From an optimization exercise on the open Yosys and OpenROAD flow, aimed at small area and a short achievable clock period; shortcuts taken in it are not production practice.
Where RTL was checked, it was by simulation tests only, not by an equivalence proof against the original.
Power figures rest on the tool's default switching activity, not on a simulated workload.

==> v15: inputs <==
Design BMD_64_RWDMA_FSM, start of the top module:
module BMD_64_RWDMA_FSM (
    clk,
    rst_n,
    init_rst_i,
    wdma_rst_o,
    mwr_len_i,
    mwr_count_i,
    wdma_start_o,
    wdma_addr_o,
    wdma_done_i,
    wdma_irq_o,
    next_wdma_addr_i,
    next_wdma_up_addr_i,
    next_wdma_valid_i,
    wdma_start_i,
    wdma_stop_i,
    wdma_running_o,
    wdma_frame_len_i,
    timeframe_end_i,
    wdma_buf_ptr_o,
    wdma_status_o,
    cc_timeout_o
);
input           clk;
input           rst_n;
input           init_rst_i;
output          wdma_rst_o;
input  [9:0]    mwr_len_i;
input  [15:0]   mwr_count_i;
output          wdma_start_o;
output [39:0]   wdma_addr_o;
input           wdma_done_i;
output          wdma_irq_o;
input  [31:0]   next_wdma_addr_i;
input  [7:0]    next_wdma_up_addr_i;
input           next_wdma_valid_i;
input           wdma_start_i;
input           wdma_stop_i;
output          wdma_running_o;
input  [15:0]   wdma_frame_len_i;
input           timeframe_end_i;
output [15:0]   wdma_buf_ptr_o;
output [3:0]    wdma_status_o;
output          cc_timeout_o;
reg             wdma_irq_o;
reg             wdma_start_o;
reg             wdma_running_o;
reg    [3:0]    wdma_status_o;
reg             st_idle, st_load, st_wait, st_dma, st_check, st_stop;
  ...
export LEC_CHECK = 0
export CAP_MARGIN = 20
export CORE_MARGIN = 2
export CORE_UTILIZATION = 70
export CTS_BUF_LIST = sky130_fd_sc_hd__clkbuf_4 sky130_fd_sc_hd__clkbuf_8
export PLACE_DENSITY = 0.8
export SETUP_SLACK_MARGIN = 4.2
export SLEW_MARGIN = 20
export SYNTH_HIERARCHICAL = 1
export SYNTH_MINIMUM_KEEP_SIZE = 0
create_clock -name core_clock -period 8.5 [get_ports {clk}]
standard.sh (not shown) runs the stock make flow with config.mk's settings and CLKGATE_MAP_FILE= SYNTH_SCRIPT=/design/flow/synth_recipe.tcl, a recipe that flattens the netlist after the stock synthesis.
==> flow/flow/run.sh <==
#!/bin/bash
# Standard layout (the standard.sh, unchanged synthesis), with two changes:
# - the port buffers are sky130_fd_sc_hd__buf_1 instead of the default
#   clkdlybuf4s50_1, which is larger and slower;
# - clock tree synthesis does not add dummy loads (it otherwise uses the same
#   arguments as ORFS: sink clustering, clock-net repair, CTS_BUF_LIST).
set -euo pipefail
export BUFFER_PORTS_ARGS="-buffer_cell sky130_fd_sc_hd__buf_1"
export CTS_ARGS="-sink_clustering_enable -repair_clock_nets -dont_use_dummy_load -buf_list {sky130_fd_sc_hd__clkbuf_4 sky130_fd_sc_hd__clkbuf_8}"
bash standard.sh finish > flow_make.log 2>&1
==> inputs of v38, as changes to v15 <==
--- a/flow/config.mk
+++ b/flow/config.mk
@@ -12,3 +12,3 @@
 export PLACE_DENSITY = 0.8
-export SETUP_SLACK_MARGIN = 4.2
+export SETUP_SLACK_MARGIN = 4.3
 export SLEW_MARGIN = 20
==> results_dict.tcl <==
set metrics [dict create \
    status "complete, no violations" \
    p_comb_mw 0.495 \
    synthToLayoutAreaGrowth_pct 12.41 \
    wl_per_cell_um 17.55 \
    placed_cells 1342 \
    wl_met3_mm 2.130 \
    cellLeakagePower_nw 3.484 \
    dr_wl_met2_mm 11.72 \
    period_minus_slack_ns 4.256 \
    multi_input_area_share_pct 64.84 \
    cpMostUsedCell "fa_2" \
    cp_max_fo 10 \
    post-cts-setup-buffers 3 \
    slowest_delay_ns 0.54 \
    post_cts_resized 52 \
    max_freq_ghz 0.2350 \
    track_usage_pct 33.58 \
    clockPowerShare_pct 25.7 \
    hp-start "s_q[25]" \
    total_power_mw 1.424 \
    met1_usage_pct 45.85 \
]
That was v15.
==> results_dict.tcl <==
set metrics [dict create \
    status "complete, no violations" \
    post-cts-setup-buffers 5 \
    placed_cells 1343 \
    cellLeakagePower_nw 3.667 \
    post_cts_resized 77 \
    dr_wl_met2_mm 12.44 \
    p_comb_mw 0.502 \
    wl_per_cell_um 18.20 \
    hp-start "st_check" \
    synthToLayoutAreaGrowth_pct 17.29 \
    track_usage_pct 33.92 \
    multi_input_area_share_pct 64.04 \
    wl_met3_mm 2.059 \
]
That was v38.

========
==> harbor <==
Another version of the RTL of BMD_64_RWDMA_FSM (not shown whole).
clock: 8.5 ns
lec_check: 0
cap_margin: 20
core_margin: 2
core_utilization: 40
place_density: 0.6
slew_margin: 20
==> flow/flow/run.sh <==
#!/bin/bash
# Standard layout, but with sky130_fd_sc_hd__buf_1 as the port buffer cell
# (instead of the default clkdlybuf4s50_1, which is larger and slower).
set -euo pipefail
export BUFFER_PORTS_ARGS="-buffer_cell sky130_fd_sc_hd__buf_1"
bash standard.sh finish > flow_make.log 2>&1
==> maple: changes against harbor <==
SETUP_SLACK_MARGIN = 4.0   (was unset)
==> tundra: changes against harbor <==
==> flow/run.sh (new file) <==
#!/bin/bash
# synth_recipe.tcl (not shown) runs the flow's synth.tcl, then flattens the netlist and writes it again
# the make line also repeats each setting of config.mk as NAME=value (left out here)
make -C /OpenROAD-flow-scripts/flow DESIGN_CONFIG=/design/flow/config.mk WORK_HOME=/design/flow/orfs CLKGATE_MAP_FILE= SYNTH_SCRIPT=/design/flow/synth_recipe.tcl finish
removed: flow/flow/run.sh
removed: flow/standard.sh
==> notes <==
Utilization: tundra > maple > harbor.
In die area, tundra and harbor do not differ.
Fmax: maple > harbor > tundra.
Cell count: tundra < harbor < maple.
==> figures <==
                                                 tundra    harbor     maple
Outcome                         timing/DRC/antenna clean  timing/DRC/antenna clean  timing/DRC/antenna clean
Setup slack of the critical path after layout    3042 ps   3429 ps   3834 ps
Initial DRC count                                    578       549       699
Area taken by multi-input logic gates           7353 µm²  7347 µm²  7893 µm²
First-pass detailed-route iteration total              5         6         6
Final layout net count                              1584      1587      1617
Data arrival time of the critical path           3760 ps   3370 ps   2970 ps
Proportion of total power due to net switching    31.46%    29.47%    30.83%
Clk pwr share                                      41.3%     43.7%     40.8%
Met3 capacity usage during global routing         2.938%    2.737%    3.440%
Function was not checked in any run of this note: the RTL went through the layout flow alone.

========
==> run Y <==
BMD_64_RWDMA_FSM, a different RTL version from the one above (not shown whole).
export LEC_CHECK = 0
export CAP_MARGIN = 20
export CORE_MARGIN = 2
export CORE_UTILIZATION = 70
export CTS_BUF_LIST = sky130_fd_sc_hd__clkbuf_4 sky130_fd_sc_hd__clkbuf_8
export PLACE_DENSITY = 0.8
export SETUP_SLACK_MARGIN = 4.5
export SLEW_MARGIN = 20
export SYNTH_HIERARCHICAL = 1
export SYNTH_MINIMUM_KEEP_SIZE = 0
create_clock -name core_clock -period 8.5 [get_ports {clk}]
==> flow/flow/run.sh <==
#!/bin/bash
# Standard layout (the standard.sh, unchanged synthesis), with two changes:
# - the port buffers are sky130_fd_sc_hd__buf_1 instead of the default
#   clkdlybuf4s50_1, which is larger and slower;
# - clock tree synthesis does not add dummy loads (it otherwise uses the same
#   arguments as ORFS: sink clustering, clock-net repair, CTS_BUF_LIST).
set -euo pipefail
export BUFFER_PORTS_ARGS="-buffer_cell sky130_fd_sc_hd__buf_1"
export CTS_ARGS="-sink_clustering_enable -repair_clock_nets -dont_use_dummy_load -buf_list {sky130_fd_sc_hd__clkbuf_4 sky130_fd_sc_hd__clkbuf_8}"
bash standard.sh finish > flow_make.log 2>&1
==> run B (differences from run Y) <==
--- a/flow/design.v
+++ b/flow/design.v
@@ -611,15 +611,15 @@
     rw_fa u_fs12 (.a(pp2_13), .b(pp3_12), .c(pp4_11), .s(fs12), .co(fc12));
     wire fs13, fc13;
     rw_fa u_fs13 (.a(xn[16]), .b(pp1_15), .c(pp2_14), .s(fs13), .co(fc13));
     wire hs2, hc2;
     rw_xn2 u_hs2 (.a(pp3_13), .b(pp4_12), .y(hs2));
     rw_or2 u_hc2 (.a(pp3_13), .b(pp4_12), .y(hc2));
     wire fs14, fc14;
-    rw_gfa u_fs14 (.a(xn[17]), .b(pp2_15), .c(pp3_14), .s(fs14), .co(fc14));
+    rw_fa u_fs14 (.a(xn[17]), .b(pp2_15), .c(pp3_14), .s(fs14), .co(fc14));
     wire hs3, hc3;
     rw_xn2 u_hs3 (.a(xn[5]), .b(pp0_5), .y(hs3));
     rw_or2 u_hc3 (.a(xn[5]), .b(pp0_5), .y(hc3));
     wire fs15, fc15;
     rw_fa u_fs15 (.a(xn[6]), .b(pp0_6), .c(pp1_5), .s(fs15), .co(fc15));
     wire hs4, hc4;
     rw_xn2 u_hs4 (.a(pp2_4), .b(pp3_3), .y(hs4));
@@ -638,57 +638,57 @@
     wire fs20, fc20;
     rw_fa u_fs20 (.a(pp7_1), .b(pp8_0), .c(hs0), .s(fs20), .co(fc20));
     wire fs21, fc21;
     rw_fa u_fs21 (.a(pp4_5), .b(pp5_4), .c(pp6_3), .s(fs21), .co(fc21));
     wire fs22, fc22;
     rw_fa u_fs22 (.a(pp7_2), .b(pp8_1), .c(pp9_0), .s(fs22), .co(fc22));
     wire fs23, fc23;
-    rw_gfa u_fs23 (.a(hc0), .b(hs1), .c(fs0), .s(fs23), .co(fc23));
+    rw_fa u_fs23 (.a(hc0), .b(hs1), .c(fs0), .s(fs23), .co(fc23));
     wire fs24, fc24;
     rw_fa u_fs24 (.a(pp5_5), .b(pp6_4), .c(pp7_3), .s(fs24), .co(fc24));
     wire fs25, fc25;
     rw_fa u_fs25 (.a(pp8_2), .b(pp9_1), .c(hc1), .s(fs25), .co(fc25));
     wire fs26, fc26;
-    rw_gfa u_fs26 (.a(fc0), .b(fs1), .c(fs2), .s(fs26), .co(fc26));
+    rw_fa u_fs26 (.a(fc0), .b(fs1), .c(fs2), .s(fs26), .co(fc26));
     wire fs27, fc27;
     rw_fa u_fs27 (.a(pp5_6), .b(pp6_5), .c(pp7_4), .s(fs27), .co(fc27));
     wire fs28, fc28;
     rw_fa u_fs28 (.a(pp8_3), .b(pp9_2), .c(fc1), .s(fs28), .co(fc28));
     wire fs29, fc29;
-    rw_gfa u_fs29 (.a(fc2), .b(fs3), .c(fs4), .s(fs29), .co(fc29));
+    rw_fa u_fs29 (.a(fc2), .b(fs3), .c(fs4), .s(fs29), .co(fc29));
     wire fs30, fc30;
     rw_fa u_fs30 (.a(pp5_7), .b(pp6_6), .c(pp7_5), .s(fs30), .co(fc30));
     wire fs31, fc31;
     rw_fa u_fs31 (.a(pp8_4), .b(pp9_3), .c(fc3), .s(fs31), .co(fc31));
     wire fs32, fc32;
-    rw_gfa u_fs32 (.a(fc4), .b(fs5), .c(fs6), .s(fs32), .co(fc32));
+    rw_fa u_fs32 (.a(fc4), .b(fs5), .c(fs6), .s(fs32), .co(fc32));
     wire fs33, fc33;
     rw_fa u_fs33 (.a(pp5_8), .b(pp6_7), .c(pp7_6), .s(fs33), .co(fc33));
     wire fs34, fc34;
     rw_fa u_fs34 (.a(pp8_5), .b(pp9_4), .c(fc5), .s(fs34), .co(fc34));
     wire fs35, fc35;
-    rw_gfa u_fs35 (.a(fc6), .b(fs7), .c(fs8), .s(fs35), .co(fc35));
+    rw_fa u_fs35 (.a(fc6), .b(fs7), .c(fs8), .s(fs35), .co(fc35));
     wire fs36, fc36;
     rw_fa u_fs36 (.a(pp5_9), .b(pp6_8), .c(pp7_7), .s(fs36), .co(fc36));
     wire fs37, fc37;
     rw_fa u_fs37 (.a(pp8_6), .b(pp9_5), .c(fc7), .s(fs37), .co(fc37));
     wire fs38, fc38;
-    rw_gfa u_fs38 (.a(fc8), .b(fs9), .c(fs10), .s(fs38), .co(fc38));
+    rw_fa u_fs38 (.a(fc8), .b(fs9), .c(fs10), .s(fs38), .co(fc38));
     wire fs39, fc39;
     rw_fa u_fs39 (.a(pp5_10), .b(pp6_9), .c(pp7_8), .s(fs39), .co(fc39));
     wire fs40, fc40;
     rw_fa u_fs40 (.a(pp8_7), .b(pp9_6), .c(fc9), .s(fs40), .co(fc40));
     wire fs41, fc41;
-    rw_gfa u_fs41 (.a(fc10), .b(fs11), .c(fs12), .s(fs41), .co(fc41));
+    rw_fa u_fs41 (.a(fc10), .b(fs11), .c(fs12), .s(fs41), .co(fc41));
     wire fs42, fc42;
     rw_fa u_fs42 (.a(pp5_11), .b(pp6_10), .c(pp7_9), .s(fs42), .co(fc42));
     wire fs43, fc43;
     rw_fa u_fs43 (.a(pp8_8), .b(pp9_7), .c(hs2), .s(fs43), .co(fc43));
     wire fs44, fc44;
-    rw_gfa u_fs44 (.a(fc11), .b(fc12), .c(fs13), .s(fs44), .co(fc44));
+    rw_fa u_fs44 (.a(fc11), .b(fc12), .c(fs13), .s(fs44), .co(fc44));
     wire fs45, fc45;
     rw_fa u_fs45 (.a(pp4_13), .b(pp5_12), .c(pp6_11), .s(fs45), .co(fc45));
     wire fs46, fc46;
     rw_fa u_fs46 (.a(pp7_10), .b(pp8_9), .c(pp9_8), .s(fs46), .co(fc46));
     wire fs47, fc47;
     rw_fa u_fs47 (.a(hc2), .b(fc13), .c(fs14), .s(fs47), .co(fc47));
     wire fs48, fc48;
@@ -726,43 +726,43 @@
     wire fs61, fc61;
     rw_fa u_fs61 (.a(hc5), .b(fc16), .c(fc17), .s(fs61), .co(fc61));
     wire fs62, fc62;
     rw_fa u_fs62 (.a(fs18), .b(fs19), .c(fs20), .s(fs62), .co(fc62));
     wire fs63, fc63;
     rw_fa u_fs63 (.a(fc18), .b(fc19), .c(fs21), .s(fs63), .co(fc63));
     wire fs64, fc64;
-    rw_gfa u_fs64 (.a(fs22), .b(fc20), .c(fs23), .s(fs64), .co(fc64));
+    rw_fa u_fs64 (.a(fs22), .b(fc20), .c(fs23), .s(fs64), .co(fc64));
     wire fs65, fc65;
     rw_fa u_fs65 (.a(fc21), .b(fc22), .c(fs24), .s(fs65), .co(fc65));
     wire fs66, fc66;
-    rw_gfa u_fs66 (.a(fs25), .b(fc23), .c(fs26), .s(fs66), .co(fc66));
+    rw_fa u_fs66 (.a(fs25), .b(fc23), .c(fs26), .s(fs66), .co(fc66));
     wire fs67, fc67;
     rw_fa u_fs67 (.a(fc24), .b(fs27), .c(fc25), .s(fs67), .co(fc67));
     wire fs68, fc68;
-    rw_gfa u_fs68 (.a(fs28), .b(fc26), .c(fs29), .s(fs68), .co(fc68));
+    rw_fa u_fs68 (.a(fs28), .b(fc26), .c(fs29), .s(fs68), .co(fc68));
     wire fs69, fc69;
     rw_fa u_fs69 (.a(fc27), .b(fs30), .c(fc28), .s(fs69), .co(fc69));
     wire fs70, fc70;
-    rw_gfa u_fs70 (.a(fs31), .b(fc29), .c(fs32), .s(fs70), .co(fc70));
+    rw_fa u_fs70 (.a(fs31), .b(fc29), .c(fs32), .s(fs70), .co(fc70));
     wire fs71, fc71;
     rw_fa u_fs71 (.a(fc30), .b(fs33), .c(fc31), .s(fs71), .co(fc71));
     wire fs72, fc72;
-    rw_gfa u_fs72 (.a(fs34), .b(fc32), .c(fs35), .s(fs72), .co(fc72));
+    rw_fa u_fs72 (.a(fs34), .b(fc32), .c(fs35), .s(fs72), .co(fc72));
     wire fs73, fc73;
     rw_fa u_fs73 (.a(fc33), .b(fs36), .c(fc34), .s(fs73), .co(fc73));
     wire fs74, fc74;
-    rw_gfa u_fs74 (.a(fs37), .b(fc35), .c(fs38), .s(fs74), .co(fc74));
+    rw_fa u_fs74 (.a(fs37), .b(fc35), .c(fs38), .s(fs74), .co(fc74));
     wire fs75, fc75;
     rw_fa u_fs75 (.a(fc36), .b(fs39), .c(fc37), .s(fs75), .co(fc75));
     wire fs76, fc76;
-    rw_gfa u_fs76 (.a(fs40), .b(fc38), .c(fs41), .s(fs76), .co(fc76));
+    rw_fa u_fs76 (.a(fs40), .b(fc38), .c(fs41), .s(fs76), .co(fc76));
     wire fs77, fc77;
     rw_fa u_fs77 (.a(fc39), .b(fs42), .c(fs43), .s(fs77), .co(fc77));
     wire fs78, fc78;
-    rw_gfa u_fs78 (.a(fc40), .b(fc41), .c(fs44), .s(fs78), .co(fc78));
+    rw_fa u_fs78 (.a(fc40), .b(fc41), .c(fs44), .s(fs78), .co(fc78));
     wire fs79, fc79;
     rw_fa u_fs79 (.a(fc42), .b(fs45), .c(fs46), .s(fs79), .co(fc79));
     wire fs80, fc80;
     rw_fa u_fs80 (.a(fc43), .b(fc44), .c(fs47), .s(fs80), .co(fc80));
     wire fs81, fc81;
     rw_fa u_fs81 (.a(fc45), .b(fc46), .c(fs48), .s(fs81), .co(fc81));
     wire fs82, fc82;
@@ -862,15 +862,15 @@
     wire fs126, fc126;
     rw_gfa u_fs126 (.a(fs80), .b(fc103), .c(fs104), .s(fs126), .co(fc126));
     wire fs127, fc127;
     rw_gfa u_fs127 (.a(fs82), .b(fc104), .c(fs105), .s(fs127), .co(fc127));
     wire fs128, fc128;
     rw_gfa u_fs128 (.a(fc82), .b(fs106), .c(fc105), .s(fs128), .co(fc128));
     wire fs129, fc129;
-    rw_gfa u_fs129 (.a(fc84), .b(fs107), .c(fc106), .s(fs129), .co(fc129));
+    rw_fa u_fs129 (.a(fc84), .b(fs107), .c(fc106), .s(fs129), .co(fc129));
     wire fs130, fc130;
     rw_fa u_fs130 (.a(fc86), .b(fs108), .c(fc107), .s(fs130), .co(fc130));
     wire fs131, fc131;
     rw_fa u_fs131 (.a(fc88), .b(fs109), .c(fc108), .s(fs131), .co(fc131));
     wire fs132, fc132;
     rw_fa u_fs132 (.a(fc89), .b(fs110), .c(fc109), .s(fs132), .co(fc132));
     wire fs133, fc133;
- SETUP_SLACK_MARGIN: 4.5 -> 4.4
==> qor summary <==
|  | run B | run Y |
|---|---|---|
| Run status | finished clean | finished clean |
| Routability cong. | 0.9138 | 0.8965 |
| Power dissipated by switching net loads | 491.3 uW | 493.1 uW |
| Via count | 8491 | 8532 |
| Footprint of the flip-flops and latches | 0.002359 mm2 | 0.002375 mm2 |
| Initial DRC count | 652 | 488 |
| Source-to-sink clock delay at the later pin of the worst-skew pair | 0.45 ns | 0.44 ns |
| M3 GR Usage | 0.06784 | 0.07795 |
| Synthesized area | 0.009809 mm2 | 0.009967 mm2 |
| Number of multi-input logic gates | 894 | 930 |
| GRT Util Overall | 0.3240 | 0.3245 |
| Number of instances in the synthesized netlist | 1128 | 1164 |
| Internal power contribution | 975.2 uW | 975.5 uW |
| Fraction of area in multi-input gates | 0.6585 | 0.6600 |
| Clock transition at the register clock pins on the worst setup and hold paths after CTS | 0.05 ns | 0.07 ns |
| Complex-gate fraction of the synthesized area | 0.1204 | 0.1185 |
| First-pass iteration count of the detailed router | 9 | 5 |
| Multiplexer fraction of the synthesized cell area | 0.01939 | 0.01908 |
| Worst max-slew margin expressed relative to the limit | 0.3145 | 0.3240 |
| Adder-cell share of the synthesized area | 0.2603 | 0.2404 |
| Critical path arrival | 2.37 ns | 2.39 ns |
Function not checked in run Y: the RTL went through the layout flow alone.

==> re-timing with driven ports <==
In the flow no input, the clock included, has a driving cell. The finished layouts below were timed again as built, in two steps. Step 1 sets driving cells, clkbuf_16 on the clock port and buf_2 on the other inputs (assumed; they add their load-dependent delay and slew). Step 2 also shifts input and output timing later by t, the mid clock arrival at the registers, as if the neighbouring blocks saw the same clock. Slacks: no drivers / after step 1 / after step 2; pairs: no drivers / after step 1.
run | t (ns) | setup WS [ns] | worst setup path at the end | clock arrival spread, ns | worst data-port slew with drivers (ns)
v15 | 0.468 | 4.244 / 4.243 / 3.775 | input to register | 0.034 / 0.034 | 0.06
v38 | 0.464 | 4.319 / 4.281 / 3.837 | input to register | 0.031 / 0.031 | 0.09
harbor | 0.456 | 3.429 / 3.388 / 3.271 | input to register | 0.011 / 0.011 | 0.07
maple | 0.454 | 3.834 / 3.794 / 3.685 | input to register | 0.007 / 0.008 | 0.06
tundra | 0.454 | 3.042 / 2.997 / 2.901 | input to register | 0.011 / 0.011 | 0.06
run Y | 0.469 | 4.408 / 4.370 / 4.096 | input to register | 0.023 / 0.023 | 0.06
run B | 0.473 | 4.433 / 4.396 / 4.009 | input to register | 0.021 / 0.022 | 0.07
After both steps every run listed still meets setup and hold. The setup slack of v38, which loses most, moves by -0.038 ns with the drivers and by -0.482 ns with both steps.
